What follows belongs to an exercise in optimizing a design on an open flow for small area; a production flow would make more cautious choices. At most, simulation tests tie the RTL to the original design; equivalence was not proved. No activity file was given, so power comes from the tool's default toggle rates.

== try-indigo ==
## led_matrix_soc
module led_matrix_soc (
	input  wire         clk,
	input  wire         rst,
	output wire         mm_waitrequest,
	output wire [31:0]  mm_readdata,
	output wire         mm_readdatavalid,
	input  wire [31:0]  mm_writedata,
	input  wire [9:0]   mm_address,
	input  wire         mm_write,
	input  wire         mm_read,
	output wire [28:0]  sdram_address,
	input  wire         sdram_waitrequest,
	input  wire [63:0]  sdram_readdata,
	input  wire         sdram_readdatavalid,
	output wire         sdram_read,
	output wire [7:0]   sdram_burstcount,
	output wire [9:0]   ram_address,
	output wire [47:0]  ram_data,
	output wire         ram_wren,
	input  wire [47:0]  ram_q,
	output wire         r0,
	output wire         g0,
	output wire         b0,
	output wire         r1,
	output wire         g1,
	output wire         b1,
	output wire         r2,
	output wire         g2,
	output wire         b2,
	output wire         r3,
	output wire         g3,
	output wire         b3,
	output wire [2:0]   a,
	output wire         blank,
	output wire         sclk,
	output wire         latch
);
clock: 5.0 ns
lec_check: 0
cap_margin: 20
core_margin: 2
core_utilization: 65
cts_buf_list: sky130_fd_sc_hd__clkbuf_4 sky130_fd_sc_hd__clkbuf_8 sky130_fd_sc_hd__clkbuf_16
cts_cluster_diameter: 100
cts_cluster_size: 15
slew_margin: 20
standard.sh (not shown) runs the stock make flow with config.mk's settings and CLKGATE_MAP_FILE= SYNTH_SCRIPT=/design/flow/synth_recipe.tcl, a recipe that flattens the netlist after the stock synthesis.
==> flow/flow/run.sh <==
#!/bin/bash
# The standard layout (the standard.sh, standard synthesis unchanged),
# with each port buffered by the smallest buffer cell instead of the
# default clkdlybuf4s50_1.
set -euo pipefail
bash standard.sh "BUFFER_PORTS_ARGS=-buffer_cell sky130_fd_sc_hd__buf_1" finish > flow_standard.log 2>&1
## Diff of input files: try-delta against try-indigo
- CTS_BUF_LIST now sky130_fd_sc_hd__clkbuf_8, was sky130_fd_sc_hd__clkbuf_4 sky130_fd_sc_hd__clkbuf_8 sky130_fd_sc_hd__clkbuf_16
Findings:
- Of try-indigo and try-delta, the run reporting the higher core utilization of the finished layout was try-indigo.
- Power share of the combinational group, try-indigo and try-delta: smaller value in try-indigo
- Looking at clock transition at the registers of the reported paths, try-delta sits 40 ps above try-indigo.
Setup changes, try-delta to try-raven
- CTS_CLUSTER_SIZE changed from 15 to 25
- CTS_BUF_LIST changed from sky130_fd_sc_hd__clkbuf_8 to sky130_fd_sc_hd__clkbuf_16
### Flow results
- try-raven was carried through to the last stage, and its layout satisfied the timing, design-rule and antenna checks.
- Delta (try-raven minus try-delta): initial antenna violation count now sits at about the same level, number of clock buffers in the layout now sits lower, global routing usage on met3 now sits at about the same level, relative contribution of sequential cells to total power now sits lower.
- Share of the yosys chip area belonging to registers: try-raven vs try-delta identical
- Between try-raven and try-delta, largest stage delay on the critical path is lower for try-raven, try-delta comes in above that.
- Higher core utilization of the finished layout among try-raven and try-delta: try-raven
- try-raven and try-delta ended up with nearly the same worst hold slack.
- Summary of try-raven over try-delta: wire length roughly the same, summed area of non-filler cells in the final layout went up by 58 um2, setup slack now sits lower.

---

led_matrix_soc, a different RTL version from the one above (not shown whole).
Size: ~1,300 cells after synthesis, ~410 flip-flops, about 310 I/O pins, about 17,000 um2 of cells after synthesis.
clock: 5.0 ns
lec_check: 0
cap_margin: 20
core_margin: 2
core_utilization: 40
slew_margin: 20
Scripts as last shown in full above: flow/flow/run.sh
The baseline finished clean.
Next try:
==> flow/run.sh (new file) <==
#!/bin/bash
# synth_recipe.tcl (not shown) runs the flow's synth.tcl, then flattens the netlist and writes it again
# the make line also repeats each setting of config.mk as NAME=value (left out here)
make -C /OpenROAD-flow-scripts/flow DESIGN_CONFIG=/design/flow/config.mk WORK_HOME=/design/flow/orfs CLKGATE_MAP_FILE= SYNTH_SCRIPT=/design/flow/synth_recipe.tcl finish
removed: flow/flow/run.sh
removed: flow/standard.sh
What happened:
- The changed run completed with no timing, DRC or antenna violations
- count of clock-buffer cells in the layout drops by 7
- non-clock buffer count climbs by 1
- register-to-register slack degrades by 0.03 ns
- via count barely changes
- core utilization goes up by 4.1 points
- setup slack gets worse by 0.29 ns
- sequential power is about the same
- synthesized cell count does not change
Next try:
==> flow/flow/run.sh (new file) <==
#!/bin/bash
# The standard layout (the standard.sh, standard synthesis unchanged),
# with each port buffered by the smallest buffer cell instead of the
# default clkdlybuf4s50_1.
set -euo pipefail
bash standard.sh "BUFFER_PORTS_ARGS=-buffer_cell sky130_fd_sc_hd__buf_1" finish > flow_standard.log 2>&1
==> flow/standard.sh (new file) <==
#!/bin/bash
# synth_recipe.tcl (not shown) runs the flow's synth.tcl, then flattens the netlist and writes it again
# the make line also repeats each setting of config.mk as NAME=value (left out here)
make -C /OpenROAD-flow-scripts/flow DESIGN_CONFIG=/design/flow/config.mk WORK_HOME=/design/flow/orfs CLKGATE_MAP_FILE= SYNTH_SCRIPT=/design/flow/synth_recipe.tcl "${@:-finish}"
CTS_BUF_LIST = sky130_fd_sc_hd__clkbuf_8   (was default)
removed: flow/run.sh
The changed run ran to the end with no violations.
Flip-flop and latch count stays the same.
Sequential power barely changes.
Sequential share of layout area came out higher by 4.8 points.
Next try:
CTS_BUF_LIST = sky130_fd_sc_hd__clkbuf_4   (was sky130_fd_sc_hd__clkbuf_8)
=> The changed run finished with timing, DRC and antenna clean; setup slack degrades by 0.13 ns; routed wire length goes up slightly; sequential cell count does not change; clock-buffer cell count goes up by 75; synthesized cell count stays the same; die area is unchanged.
Next try:
CTS_BUF_LIST = sky130_fd_sc_hd__clkbuf_16   (was sky130_fd_sc_hd__clkbuf_4)
CTS_CLUSTER_DIAMETER = 100   (was default)
CTS_CLUSTER_SIZE = 30   (was default)
Setup slack is better by 0.14 ns.
Utilization drops by 1.9 points.
Routed wire length drops by 2.5%.
Final area drops by 3.9%.
Final cell count drops by 6.5%.
Clock-buffer cell count drops by 131.
Global-route usage drops by 0.88 points.
Non-clock buffer count is unchanged.
Die area stays the same.
Worst hold slack is better by 0.25 ns.
Via count drops by 4.8%.
No run of this note included a check of the RTL's function; only the layout flow was run.

[static timing again, ports no longer ideal]
The results above use ideal ports. As a check the final layouts listed here were re-extracted and re-timed, cells and wires unchanged. Step 1 assumes that a clkbuf_16 drives the clock port and a buf_2 every other input. Step 2 moves the port delays by t, midway between the first and last clock arrival at a register: inputs arrive t later, outputs are due t later. That takes back most of the time a late clock gives input paths. Three values: no drivers, after step 1, after step 2; two values: the first two.
run	shift t [ns]	setup WS [ns]	pins driven straight from the clock port
try-indigo	0.605	1.339 / 1.339 / 1.339	1
try-delta	0.631	1.378 / 1.378 / 1.378	1
try-raven	0.573	1.283 / 1.283 / 1.283	1
the first run of note 2	0.623	1.593 / 1.593 / 1.530	1
the second run of note 2	0.635	1.307 / 1.251 / 1.371	1
the third run of note 2	0.678	1.556 / 1.556 / 1.521	1
the fourth run of note 2	0.865	1.423 / 1.373 / 1.499	1
the fifth run of note 2	0.596	1.559 / 1.559 / 1.544	1
After both steps every run listed still meets setup and hold. The setup slack of the first run of note 2, which loses most, moves by 0.000 ns with the drivers and by -0.063 ns with both steps.
